From an optimization exercise on the open Yosys and OpenROAD flow, aimed at small area and a short achievable clock period; shortcuts taken in it are not production practice. RTL that was checked went through simulation tests only; none was proved equivalent to the original.

==> zinc: inputs <==
Design Subsystem, start of the top module:
module Subsystem
          (clk,
           reset_x,
           clk_enable,
           in1,
           ce_out,
           Out1,
           Out2);
Settings: LEC_CHECK=0, ABC_AREA=1, CAP_MARGIN=20, CORE_MARGIN=2, CORE_UTILIZATION=40, SETUP_SLACK_MARGIN=5, SLEW_MARGIN=20; clock period 15.0 ns.
run.sh (not shown) runs the stock make flow with config.mk's settings and CLKGATE_MAP_FILE= SYNTH_SCRIPT=/design/flow/synth_recipe.tcl, a recipe that flattens the netlist after the stock synthesis.
==> inputs of nickel, as changes to zinc <==
--- a/flow/design.v
+++ b/flow/design.v
@@ -467,36 +467,20 @@
             idx_next = (sum > 8'd88) ? 7'd88 : sum[6:0];
         end else begin
             idx_next = (idx == 7'd0) ? 7'd0 : idx - 7'd1;
         end
     end
 endmodule
-module rca #(parameter W = 16) (
-    input  logic [W-1:0] a,
-    input  logic [W-1:0] b,
-    input  logic         ci,
-    output logic [W-1:0] s,
-    output logic         co
-);
-    logic [W:0] c;
-    assign c[0] = ci;
-    genvar i;
-    generate for (i = 0; i < W; i = i + 1) begin : g
-        assign s[i]   = a[i] ^ b[i] ^ c[i];
-        assign c[i+1] = (a[i] & b[i]) | (c[i] & (a[i] ^ b[i]));
-    end endgenerate
-    assign co = c[W];
-endmodule
 module pfa #(parameter W = 16) (
     input  logic [W-1:0] a,
     input  logic [W-1:0] b,
     input  logic         ci,
     output logic [W-1:0] s,
     output logic         co
 );
-    localparam L = ((W + 1) <= 2 ? 1 : (W + 1) <= 4 ? 2 : (W + 1) <= 8 ? 3 : (W + 1) <= 16 ? 4 : (W + 1) <= 32 ? 5 : 6);
+    localparam L = $clog2(W + 1);
     logic [W:0] g [0:L];
     logic [W:0] p [0:L];
     assign g[0][0] = ci;
     assign p[0][0] = 1'b0;
     genvar i, l;
     generate
@@ -519,12 +503,67 @@
         for (i = 0; i < W; i = i + 1) begin : gs
             assign s[i] = p[0][i+1] ^ g[L][i];
         end
     endgenerate
     assign co = g[L][W];
 endmodule
+module pfa2 #(parameter W = 16) (
+    input  logic [W-1:0] a,
+    input  logic [W-1:0] b,
+    output logic [W-1:0] s0,
+    output logic [W-1:0] s1
+);
+    localparam L = $clog2(W);
+    logic [W-1:0] g [0:L];
+    logic [W-1:0] p [0:L];
+    genvar i, l;
+    generate
+        for (i = 0; i < W; i = i + 1) begin : gi
+            assign g[0][i] = a[i] & b[i];
+            assign p[0][i] = a[i] ^ b[i];
+        end
+        for (l = 0; l < L; l = l + 1) begin : gl
+            for (i = 0; i < W; i = i + 1) begin : gb
+                if (((i >> l) & 1) == 1) begin : cmb
+                    localparam integer J = ((i >> l) << l) - 1;
+                    assign g[l+1][i] = g[l][i] | (p[l][i] & g[l][J]);
+                    assign p[l+1][i] = p[l][i] & p[l][J];
+                end else begin : pas
+                    assign g[l+1][i] = g[l][i];
+                    assign p[l+1][i] = p[l][i];
+                end
+            end
+        end
+        assign s0[0] = p[0][0];
+        assign s1[0] = ~p[0][0];
+        for (i = 1; i < W; i = i + 1) begin : gs
+            assign s0[i] = p[0][i] ^ g[L][i-1];
+            assign s1[i] = p[0][i] ^ (g[L][i-1] | p[L][i-1]);
+        end
+    endgenerate
+endmodule
+module pco #(parameter W = 16) (
+    input  logic [W-1:0] a,
+    input  logic [W-1:0] b,
+    output logic         co
+);
+    logic [W-1:0] s;
+    logic         c;
+    pfa #(W) u (.a(a), .b(b), .ci(1'b0), .s(s), .co(c));
+    assign co = c;
+endmodule
+module csa #(parameter W = 16) (
+    input  logic [W-1:0] a,
+    input  logic [W-1:0] b,
+    input  logic [W-1:0] c,
+    output logic [W-1:0] s,
+    output logic [W-1:0] cy
+);
+    assign s  = a ^ b ^ c;
+    assign cy = (a & b) | (a & c) | (b & c);
+endmodule
 module Subsystem
           (clk,
            reset_x,
            clk_enable,
            in1,
            ce_out,
@@ -542,33 +581,57 @@
   logic [3:0]  enc_code;    
   logic        enc_vo;      
   logic [6:0]  enc_idx;     
   logic [15:0] enc_pre;     
   logic [14:0] es;
   step_rom enc_rom (.idx(enc_idx), .step(es));
-  logic [16:0] e;
-  logic        e_co;
-  pfa #(17) u_e (.a({enc_x[15], enc_x}), .b(~{enc_pre[15], enc_pre}), .ci(1'b1), .s(e), .co(e_co));
+  logic [15:0] s0, sh1, sh2, sh3;    
+  assign s0  = {1'b0, es};
+  assign sh1 = {2'b0, es[14:1]};
+  assign sh2 = {3'b0, es[14:2]};
+  assign sh3 = {4'b0, es[14:3]};
+  logic [16:0] e, em1;
+  pfa2 #(17) u_e (.a({enc_x[15], enc_x}), .b(~{enc_pre[15], enc_pre}), .s0(em1), .s1(e));
   logic sgn;
   assign sgn = e[16];
-  logic [15:0] en, m;
-  logic        en_co;
-  pfa #(16) u_en (.a(enc_pre), .b(~enc_x), .ci(1'b1), .s(en), .co(en_co));
-  assign m = sgn ? en : e[15:0];
-  logic [15:0] d1, d2, d3, r1, r2, r3;
-  logic        b2, b1, b0;
-  pfa #(16) u_q1 (.a(m),  .b(~{1'b0, es}),        .ci(1'b1), .s(d1), .co(b2));
-  assign r1 = b2 ? d1 : m;
-  pfa #(16) u_q2 (.a(r1), .b(~{2'b0, es[14:1]}),  .ci(1'b1), .s(d2), .co(b1));
-  assign r2 = b1 ? d2 : r1;
-  pfa #(16) u_q3 (.a(r2), .b(~{3'b0, es[14:2]}),  .ci(1'b1), .s(d3), .co(b0));
-  assign r3 = b0 ? d3 : r2;
-  logic [15:0] y, pn;
-  logic        y_co, pn_co;
-  rca #(16) u_y (.a(enc_x), .b({4'd0, es[14:3]} ^ {16{sgn}}), .ci(sgn), .s(y), .co(y_co));
-  pfa #(16) u_p (.a(y), .b(r3 ^ {16{~sgn}}), .ci(~sgn), .s(pn), .co(pn_co));
+  logic [15:0] nm;
+  assign nm = sgn ? em1[15:0] : ~e[15:0];
+  logic c1, c2, c3, c4, c5, c6, c7;
+  logic k1, k2, k4;
+  pco #(16) u_c1 (.a(nm), .b(sh2), .co(k1));
+  pco #(16) u_c2 (.a(nm), .b(sh1), .co(k2));
+  pco #(16) u_c4 (.a(nm), .b(s0),  .co(k4));
+  assign c1 = ~k1;
+  assign c2 = ~k2;
+  assign c4 = ~k4;
+  logic [15:0] sa, ca, sb, cb, sc, cc, sd, cd;
+  logic        ka, kb, kc, kd;
+  csa #(16) u_ra (.a(nm), .b(s0),  .c(sh2), .s(sa), .cy(ca));           
+  pco #(16) u_c5 (.a(sa), .b({ca[14:0], 1'b0}), .co(ka));
+  assign c5 = ~(ka | ca[15]);
+  csa #(16) u_rb (.a(sa), .b({ca[14:0], 1'b0}), .c(sh1), .s(sb), .cy(cb));  
+  pco #(16) u_c7 (.a(sb), .b({cb[14:0], 1'b0}), .co(kb));
+  assign c7 = ~(kb | ca[15] | cb[15]);
+  csa #(16) u_rc (.a(nm), .b(sh1), .c(sh2), .s(sc), .cy(cc));          
+  pco #(16) u_c3 (.a(sc), .b({cc[14:0], 1'b0}), .co(kc));
+  assign c3 = ~(kc | cc[15]);
+  csa #(16) u_rd (.a(nm), .b(s0),  .c(sh1), .s(sd), .cy(cd));           
+  pco #(16) u_c6 (.a(sd), .b({cd[14:0], 1'b0}), .co(kd));
+  assign c6 = ~(kd | cd[15]);
+  logic b2, b1, b0;
+  assign b2 = c4;
+  assign b1 = b2 ? c6 : c2;
+  assign b0 = b2 ? (b1 ? c7 : c5) : (b1 ? c3 : c1);
+  logic [15:0] msk;
+  assign msk = {16{sgn}};
+  logic [15:0] q1, q2, q3, r1, r2, r3, pn;
+  logic        pn_co;
+  csa #(16) u_p1 (.a(enc_pre), .b(sh3 ^ msk), .c((s0 & {16{b2}}) ^ msk), .s(q1), .cy(r1));
+  csa #(16) u_p2 (.a(q1), .b({r1[14:0], sgn}), .c((sh1 & {16{b1}}) ^ msk), .s(q2), .cy(r2));
+  csa #(16) u_p3 (.a(q2), .b({r2[14:0], sgn}), .c((sh2 & {16{b0}}) ^ msk), .s(q3), .cy(r3));
+  pfa #(16) u_p (.a(q3), .b({r3[14:0], sgn}), .ci(sgn), .s(pn), .co(pn_co));
   logic [6:0] e_idx_n;
   index_updator enc_iu (.idx(enc_idx), .code({b2, b1, b0}), .idx_next(e_idx_n));
   always_ff @(posedge clk) begin
     if (reset_x) begin
       enc_x    <= 16'd0;
       enc_v    <= 1'b0;
@@ -597,21 +660,19 @@
   assign t0 = {4'd0, ds[14:3]};
   assign t1 = dec_code[2] ? {1'b0, ds} : 16'd0;
   assign t2 = dec_code[1] ? {2'd0, ds[14:1]} : 16'd0;
   assign t3 = dec_code[0] ? {3'd0, ds[14:2]} : 16'd0;
   logic [15:0] cs1, cc1, cs2, cc2, dq;
   logic        dq_co;
-  assign cs1 = t0 ^ t1 ^ t2;
-  assign cc1 = {(t0[14:0] & t1[14:0]) | (t0[14:0] & t2[14:0]) | (t1[14:0] & t2[14:0]), 1'b0};
-  assign cs2 = cs1 ^ cc1 ^ t3;
-  assign cc2 = {(cs1[14:0] & cc1[14:0]) | (cs1[14:0] & t3[14:0]) | (cc1[14:0] & t3[14:0]), 1'b0};
-  rca #(16) u_dq (.a(cs2), .b(cc2), .ci(1'b0), .s(dq), .co(dq_co));
+  csa #(16) u_d1 (.a(t0), .b(t1), .c(t2), .s(cs1), .cy(cc1));
+  csa #(16) u_d2 (.a(cs1), .b({cc1[14:0], 1'b0}), .c(t3), .s(cs2), .cy(cc2));
+  pfa #(16) u_dq (.a(cs2), .b({cc2[14:0], 1'b0}), .ci(1'b0), .s(dq), .co(dq_co));
   logic [16:0] sm;
   logic        sm_co;
-  rca #(17) u_o (.a({dec_out[15], dec_out}), .b({dq[15], dq} ^ {17{dec_code[3]}}), .ci(dec_code[3]),
-                  .s(sm), .co(sm_co));
+  pfa #(17) u_o (.a({dec_out[15], dec_out}), .b({dq[15], dq} ^ {17{dec_code[3]}}), .ci(dec_code[3]),
+                 .s(sm), .co(sm_co));
   logic [15:0] d_next;
   always_comb begin
     if (sm[16] != sm[15])                  d_next = sm[16] ? 16'h8001 : 16'h7fff;
     else if (sm[15:0] == 16'h8000)         d_next = 16'h8001;
     else                                   d_next = sm[15:0];
   end
Settings changed: SETUP_SLACK_MARGIN 5 to unset.
==> qor summary <==
Result of the run: nickel timing/DRC/antenna clean; zinc timing/DRC/antenna clean
Avg Vias per Cell: nickel 5.26; zinc 5.42
Core area: nickel 35700 sq um; zinc 29400 sq um
Area of the multi-input gates: nickel 11200 sq um; zinc 9870 sq um
Sequential Area: nickel 1460 sq um; zinc 1510 sq um
Wire length on met1: nickel 18800 um; zinc 16300 um
Met3 WL: nickel 2370 um; zinc 2710 um
Final core utilization: nickel 43.8%; zinc 49.6%
Pre-CTS setup slack: nickel 5.17 ns; zinc 2.26 ns
Hold_ws: nickel 0.429 ns; zinc 0.414 ns
Met2 GRT Util: nickel 38.1%; zinc 39.5%
No functional check of the RTL was part of nickel.

## afterwards: timing with drivers on the ports
The flow's constraints put no driver on any port. The routed layouts listed below were extracted and timed again, unchanged, in two steps.
Step 1: set_driving_cell puts a clkbuf_16 on clk and a buf_2 on each other input, an assumption about the parent block.
Step 2, shift: input delay + t, output delay - t, t = (earliest + latest rising clock arrival at the registers) / 2. This alone moves slack from input paths to output paths.
Slacks: no drivers / after step 1 / after step 2; pairs: no drivers / after step 1.
run | shift t [ns] | setup slack, ns | cell pins on the clock port's net
zinc | 0.403 | 5.237 / 5.237 / 5.237 | 1
nickel | 0.389 | 5.123 / 5.123 / 5.123 | 1
After both steps every run listed still meets setup and hold.
